This is an optimization exercise on Yosys and OpenROAD, whose aim is small area and a short achievable clock period, not a production implementation.
Only simulation tests tie the RTL to the original design; equivalence was not proved.

==> inputs of run a <==
==> flow/design.v <==
module rf_dec (
    input  logic [4:0]  rs,
    input  logic [31:1] valid,
    output logic [31:1] sel
);
    always_comb
        for (int k = 1; k < 32; k++) sel[k] = valid[k] & (rs == k[4:0]);
endmodule
module rf_ao3n (
    input  logic [2:0] s,
    input  logic [2:0] d,
    output logic       y
);
    assign y = ~((s[0] & d[0]) | (s[1] & d[1]) | (s[2] & d[2]));
endmodule
module rf_nand4 (input logic [3:0] x, output logic y);  assign y = ~&x;  endmodule
module rf_and3  (input logic [2:0] x, output logic y);  assign y = &x;   endmodule
module rf_nor2  (input logic [1:0] x, output logic y);  assign y = ~|x;  endmodule
module rf_nand2 (input logic [1:0] x, output logic y);  assign y = ~&x;  endmodule
module rf_mux (
    input  logic [31:1] sel,
    input  logic [31:1] d,
    output logic        y
);
    logic [11:0] t;                  
    logic        u0, u1, u2, v0;
    for (genvar g = 0; g < 10; g++) begin : g_ao
        rf_ao3n u (.s(sel[3*g+3:3*g+1]), .d(d[3*g+3:3*g+1]), .y(t[g]));
    end
    rf_nand2 u_t10 (.x({sel[31], d[31]}), .y(t[10]));
    assign t[11] = 1'b1;
    rf_nand4 u_u0 (.x(t[3:0]), .y(u0));
    rf_nand4 u_u1 (.x(t[7:4]), .y(u1));
    rf_and3  u_u2 (.x(t[10:8]), .y(u2));           
    rf_nor2  u_v0 (.x({u1, u0}), .y(v0));          
    rf_nand2 u_y  (.x({u2, v0}), .y(y));
endmodule
module ks_g (input logic x, y, output logic g);  assign g = x & y;  endmodule
module ks_p (input logic x, y, output logic p);  assign p = x ^ y;  endmodule
module ks_inv (input logic x, output logic y);  assign y = ~x;  endmodule
module ks_node_n (
    input  logic gh, ph, gl, pl,
    output logic gn, pn
);
    assign gn = ~(gh | (ph & gl));
    assign pn = ~(ph & pl);
endmodule
module ks_node_p (
    input  logic gnh, pnh, gnl, pnl,
    output logic g, p
);
    assign g = ~(gnh & (pnh | gnl));
    assign p = ~(pnh | pnl);
endmodule
module ks_sum (input logic p, gn, output logic s);  assign s = ~(p ^ gn);  endmodule
module add_ks (
    input  logic [31:0] x,
    input  logic [31:0] y,
    output logic [31:0] s
);
    logic [31:0] g [0:5];
    logic [31:0] p [0:5];
    for (genvar i = 0; i < 32; i++) begin : g_in
        ks_g ug (.x(x[i]), .y(y[i]), .g(g[0][i]));
        ks_p up (.x(x[i]), .y(y[i]), .p(p[0][i]));
    end
    for (genvar l = 0; l < 5; l++) begin : g_lvl
        for (genvar i = 0; i < 32; i++) begin : g_bit
            if (i >= (1 << l)) begin : g_op
                if (l % 2 == 0) begin : g_n
                    ks_node_n u (.gh(g[l][i]), .ph(p[l][i]), .gl(g[l][i - (1 << l)]), .pl(p[l][i - (1 << l)]),
                                 .gn(g[l+1][i]), .pn(p[l+1][i]));
                end else begin : g_p
                    ks_node_p u (.gnh(g[l][i]), .pnh(p[l][i]), .gnl(g[l][i - (1 << l)]), .pnl(p[l][i - (1 << l)]),
                                 .g(g[l+1][i]), .p(p[l+1][i]));
                end
            end else begin : g_pass
                ks_inv ug (.x(g[l][i]), .y(g[l+1][i]));
                assign p[l+1][i] = 1'b0;     
            end
        end
    end
    assign s[0] = p[0][0];
    for (genvar i = 1; i < 32; i++) begin : g_sum
        ks_sum us (.p(p[0][i]), .gn(g[5][i - 1]), .s(s[i]));
    end
endmodule
module add_bk (
    input  logic [31:0] x,
    input  logic [31:0] y,
    input  logic        ci,
    output logic [31:0] s,
    output logic        co,
    output logic [31:0] p,
    output logic [31:0] g0
);
    logic [32:0] c;
    logic [31:0] gu [0:5];
    logic [31:0] pu [0:5];
    assign p  = x ^ y;
    assign g0 = x & y;
    assign gu[0] = {g0[31:1], g0[0] | (p[0] & ci)};
    assign pu[0] = p;
    for (genvar l = 0; l < 5; l++) begin : g_up
        for (genvar i = 0; i < 32; i++) begin : g_bit
            if ((i % (2 << l)) == (2 << l) - 1) begin : g_op
                assign gu[l+1][i] = gu[l][i] | (pu[l][i] & gu[l][i - (1 << l)]);
                assign pu[l+1][i] = pu[l][i] & pu[l][i - (1 << l)];
            end else begin : g_pass
                assign gu[l+1][i] = gu[l][i];
                assign pu[l+1][i] = pu[l][i];
            end
        end
    end
    logic [31:0] gd [0:5];
    assign gd[5] = gu[5];
    for (genvar l = 4; l >= 0; l--) begin : g_dn
        for (genvar i = 0; i < 32; i++) begin : g_bit
            if (((i + 1) % (2 << l)) == (1 << l) && (i + 1) >= (3 << l)) begin : g_op
                assign gd[l][i] = gd[l+1][i] | (pu[l][i] & gd[l+1][i - (1 << l)]);
            end else begin : g_pass
                assign gd[l][i] = gd[l+1][i];
            end
        end
    end
    assign c  = {gd[0], ci};
    assign s  = p ^ c[31:0];
    assign co = c[32];
endmodule
module sh_ao4 (
    input  logic [3:0] s,
    input  logic [3:0] d,
    output logic       y
);
    assign y = |(s & d);
endmodule
module sh_mux2i (
    input  logic s,
    input  logic d0,
    input  logic d1,
    output logic y
);
    assign y = ~(s ? d1 : d0);
endmodule
module shifter (
    input  logic [31:0] a,
    input  logic [4:0]  shamt,
    input  logic        left,
    input  logic        fill_in,
    output logic [31:0] y
);
    logic [31:0] x, s1, s2;
    logic [3:0]  d1, d2;
    logic        fill;
    assign fill = ~fill_in;
    assign d1 = 4'b0001 << shamt[1:0];
    assign d2 = 4'b0001 << shamt[3:2];
    for (genvar i = 0; i < 32; i++) begin : g_bit
        sh_mux2i u_in (.s(left), .d0(a[i]), .d1(a[31 - i]), .y(x[i]));
        sh_ao4 u_s1 (.s(d1), .y(s1[i]),
            .d({i + 3 < 32 ? x[(i + 3) % 32] : fill,
                i + 2 < 32 ? x[(i + 2) % 32] : fill,
                i + 1 < 32 ? x[(i + 1) % 32] : fill,
                x[i]}));
        sh_ao4 u_s2 (.s(d2), .y(s2[i]),
            .d({i + 12 < 32 ? s1[(i + 12) % 32] : fill,
                i + 8  < 32 ? s1[(i + 8) % 32]  : fill,
                i + 4  < 32 ? s1[(i + 4) % 32]  : fill,
                s1[i]}));
        sh_mux2i u_s3 (.s(shamt[4]), .d0(s2[i]), .d1(i + 16 < 32 ? s2[(i + 16) % 32] : fill), .y(y[i]));
    end
endmodule
module wb_bit (
    input  logic add, shr, shl, prop, gen, misc,
    input  logic v_add, v_shr, v_shl, v_prop, v_gen, v_misc,
    output logic y
);
    assign y = (add & v_add) | (shr & v_shr) | (shl & v_shl)
             | (prop & v_prop) | (gen & v_gen) | (misc & v_misc);
endmodule
module rf_wdec (
    input  logic        we,
    input  logic [4:0]  rd,
    output logic [31:1] wsel
);
    always_comb
        for (int k = 1; k < 32; k++) wsel[k] = we & (rd == k[4:0]);
endmodule
module cpu (
    input  logic        clk,
    input  logic        a_reset_n,
    output logic [11:0] imem_addr,
    input  logic [31:0] imem_rdata,
    output logic [30:0] dmem_addr,
    output logic        dmem_we,
    output logic [31:0] dmem_wdata,
    input  logic [31:0] dmem_rdata
);
    logic [31:0] ins;
    assign ins = imem_rdata;
    logic [6:0] opc;
    logic [2:0] f3;
    logic [4:0] rd, rs1, rs2;
    assign opc = ins[6:0];
    assign f3  = ins[14:12];
    assign rd  = ins[11:7];
    assign rs1 = ins[19:15];
    assign rs2 = ins[24:20];
    logic is_lui, is_auipc, is_jal, is_jalr, is_br, is_load, is_store, is_opimm, is_op;
    assign is_lui   = ins[5] & ins[4] & ins[2];
    assign is_auipc = ~ins[5] & ins[4] & ins[2];
    assign is_jal   = ins[6] & ins[3];
    assign is_jalr  = ins[6] & ~ins[3] & ins[2];
    assign is_br    = ins[6] & ~ins[2];
    assign is_load  = ~ins[6] & ~ins[5] & ~ins[4];
    assign is_store = ~ins[6] & ins[5] & ~ins[4];
    assign is_opimm = ~ins[5] & ins[4] & ~ins[2];
    assign is_op    = ins[5] & ins[4] & ~ins[2];
    logic [31:0] imm_i, imm_s, imm_u;
    logic [11:0] imm_b, imm_j;           
    assign imm_i = {{20{ins[31]}}, ins[31:20]};
    assign imm_s = {{20{ins[31]}}, ins[31:25], ins[11:7]};
    assign imm_u = {ins[31:12], 12'b0};
    assign imm_b = {ins[7],  ins[30:25], ins[11:8], 1'b0};
    assign imm_j = {ins[20], ins[30:21], 1'b0};
    logic [31:0] regs [1:31];
    logic [31:1] valid;
    logic [31:1] wsel;
    logic [31:0] wdata;
    logic        rf_we;
    assign rf_we = ~(is_br | is_store);        
    rf_wdec wdec (.we(rf_we), .rd(rd), .wsel(wsel));
    always_ff @(posedge clk, negedge a_reset_n) begin
        if (~a_reset_n) valid <= '0;
        else            valid <= valid | wsel;
    end
    for (genvar k = 1; k < 32; k++) begin : g_reg
        always_ff @(posedge clk) begin
            if (wsel[k]) regs[k] <= wdata;
        end
    end
    logic [31:0] a, b;
    logic [31:1] sel_a, sel_b;
    rf_dec dec_a (.rs(rs1), .valid(valid), .sel(sel_a));
    rf_dec dec_b (.rs(rs2), .valid(valid), .sel(sel_b));
    for (genvar i = 0; i < 32; i++) begin : g_bit
        logic [31:1] col;
        for (genvar k = 1; k < 32; k++) begin : g_col
            assign col[k] = regs[k][i];
        end
        rf_mux mux_a (.sel(sel_a), .d(col), .y(a[i]));
        rf_mux mux_b (.sel(sel_b), .d(col), .y(b[i]));
    end
    logic [11:0] pc, pc_next;
    logic [12:0] pc4;
    logic [11:0] pc_tgt;
    always_ff @(posedge clk, negedge a_reset_n) begin
        if (~a_reset_n) pc <= '0;
        else            pc <= pc_next;
    end
    assign imem_addr = pc;
    assign pc4    = {1'b0, pc} + 13'd4;
    assign pc_tgt = pc + (is_jal ? imm_j : imm_b);
    logic [31:0] asum;
    logic [31:0] imm_ls;
    assign imm_ls = {imm_i[31:5], (ins[5] & ~ins[6]) ? ins[11:7] : ins[24:20]};
    add_ks addr_add (.x(a), .y(imm_ls), .s(asum));
    assign dmem_addr  = asum[30:0];
    assign dmem_we    = is_store;
    assign dmem_wdata = {f3[1] ? b[31:16] : 16'b0,
                         (f3[1] | f3[0]) ? b[15:8] : 8'b0,
                         b[7:0]};
    logic [31:0] opb;
    assign opb = ins[5] ? b : imm_i;           
    logic        sub;
    assign sub = ins[6] | (f3[2:1] == 2'b01) | (ins[5] & (f3 == 3'b000) & ins[30]);
    logic [31:0] dsum, dprop, dgen;
    logic        dco;
    add_bk sub_add (.x(a), .y(opb ^ {32{sub}}), .ci(sub), .s(dsum), .co(dco), .p(dprop), .g0(dgen));
    logic ltu, lt, eq;
    assign ltu = ~dco;
    assign lt  = (a[31] ^ opb[31]) ? a[31] : dsum[31];
    assign eq  = &dprop;                       
    logic taken;
    assign taken = f3[2] ? ((f3[0] ? ltu : lt) ^ f3[1]) : (eq ^ f3[0]);
    logic [4:0]  shamt;
    logic [31:0] sh;
    logic        sh_left;
    assign shamt   = ins[5] ? b[4:0] : ins[24:20];
    assign sh_left = ~f3[2];
    shifter shf (.a(a), .shamt(shamt), .left(sh_left), .fill_in(ins[30] & f3[2] & a[31]), .y(sh));
    logic [31:0] ld, misc;
    always_comb begin
        case (f3[1:0])
            2'b00:   ld = {{24{~f3[2] & dmem_rdata[7]}},  dmem_rdata[7:0]};
            2'b01:   ld = {{16{~f3[2] & dmem_rdata[15]}}, dmem_rdata[15:0]};
            default: ld = dmem_rdata;
        endcase
    end
    always_comb begin
        if (is_load)        misc = ld;
        else if (is_lui)    misc = imm_u;
        else if (is_auipc)  misc = {ins[31:12], pc};
        else                misc = {19'b0, pc4};
    end
    logic is_alu, w_add, w_shr, w_shl, w_prop, w_gen, w_misc;
    assign is_alu = ins[4] & ~ins[2];
    assign w_add  = is_alu & (f3 == 3'b000);
    assign w_shr  = is_alu & (f3 == 3'b101);
    assign w_shl  = is_alu & (f3 == 3'b001);
    assign w_prop = is_alu & ((f3 == 3'b100) | (f3 == 3'b110));
    assign w_gen  = is_alu & ((f3 == 3'b111) | (f3 == 3'b110));
    assign w_misc = ~is_alu;
    logic [31:0] wb;
    for (genvar i = 0; i < 32; i++) begin : g_wb
        wb_bit u (.add(w_add), .shr(w_shr), .shl(w_shl), .prop(w_prop), .gen(w_gen), .misc(w_misc),
                  .v_add(dsum[i]), .v_shr(sh[i]), .v_shl(sh[31 - i]),
                  .v_prop(dprop[i]), .v_gen(dgen[i]), .v_misc(misc[i]), .y(wb[i]));
    end
    assign wdata = {wb[31:1], wb[0] | (is_alu & (f3 == 3'b010) & lt) | (is_alu & (f3 == 3'b011) & ltu)};
    always_comb begin
        if (is_jalr)                          pc_next = {asum[11:1], 1'b0};
        else if (is_jal | (is_br & taken))    pc_next = pc_tgt;
        else                                  pc_next = pc4[11:0];
    end
endmodule
==> flow/run.sh <==
#!/bin/bash
# synth_recipe.tcl (not shown) runs the flow's synth.tcl, then flattens the netlist and writes it again
# the make line also repeats each setting of config.mk as NAME=value (left out here)
make -C /OpenROAD-flow-scripts/flow DESIGN_CONFIG=/design/flow/config.mk WORK_HOME=/design/flow/orfs CLKGATE_MAP_FILE= SYNTH_SCRIPT=/design/flow/synth_recipe.tcl finish
==> flow/config.mk <==
export PLATFORM = sky130hd
export DESIGN_NAME = cpu
export DESIGN_NICKNAME = cpu
export VERILOG_FILES = /design/flow/design.v
export SDC_FILE = /design/flow/constraint.sdc
export NUM_CORES = 4
export LEC_CHECK = 0
export CAP_MARGIN = 20
export CORE_MARGIN = 2
export CORE_UTILIZATION = 60
export CTS_BUF_LIST = sky130_fd_sc_hd__clkbuf_8
export SETUP_SLACK_MARGIN = 5
export SLEW_MARGIN = 20
export SYNTH_HIERARCHICAL = 1
export SYNTH_MINIMUM_KEEP_SIZE = 0
==> flow/constraint.sdc <==
create_clock -name core_clock -period 14.0 [get_ports {clk}]
set_input_delay 2.8000 -clock core_clock [delete_from_list [all_inputs] [get_ports {clk}]]
set_output_delay 2.8000 -clock core_clock [all_outputs]
set_load 0.01 [all_outputs]
==> inputs of run b, as changes to run a <==
Settings changed: CORE_UTILIZATION 60 to 70, CTS_CLUSTER_DIAMETER set to 60, CTS_CLUSTER_SIZE set to 20, TNS_END_PERCENT set to 20.
==> qor summary <==
| item | run a | run b |
|---|---|---|
| Run status | timing/DRC/antenna clean | aborted with a tool error |
| Last stage reached | - | global routing |
| Clock buffer count from CTS | 160 | 61 |
| Number of levels in the clock H-tree | 4 | 2 |
| Number of cells upsized or downsized after cts | 474 | 471 |
| Die width | 290.8 µm | 269.6 µm |
| Site row count | 105 | 97 |
| Clk root buf | clkbuf_8 | clkbuf_8 |
| Routability cong. | 1.047 | 1.052 |
| Post-CTS repair timing setup buffer count | 92 | 66 |
| Total placed instance area | 0.05328 mm² | 0.05290 mm² |
| Initial standard-cell utilization of the core | 60.41% | 70.61% |
| Height of the chip | 290.8 µm | 269.6 µm |
| Placed Instances | 4863 | 4703 |
| Setup Slack @ Placement | 2.644 ns | 2.789 ns |
| Detail Placement HPWL | 122700 µm | 121400 µm |

static timing again, ports no longer ideal:
The results above use ideal ports. As a check the final layout listed here was re-extracted and re-timed, cells and wires unchanged.
Step 1 assumes that a clkbuf_16 drives the clock port and a buf_2 every other input.
Step 2 times the ports against the registers' clock, not the clock port: input delays grow and output delays shrink by t, the midpoint of the rising clock arrivals with the driver on.
Three values: no drivers, after step 1, after step 2; two values: the first two.
run: run a
shift t [ns]: 0.916
setup slack, ns: 4.614 / 4.399 / 3.970
worst setup path after step 2: input to register
clock arrival spread, ns: 0.063 / 0.063
slew at the worst register clock pin (ns): 0.09 / 0.09
After both steps run a still meets setup and hold. For run a, drivers alone change the setup slack by -0.215 ns; drivers and shift together by -0.644 ns.
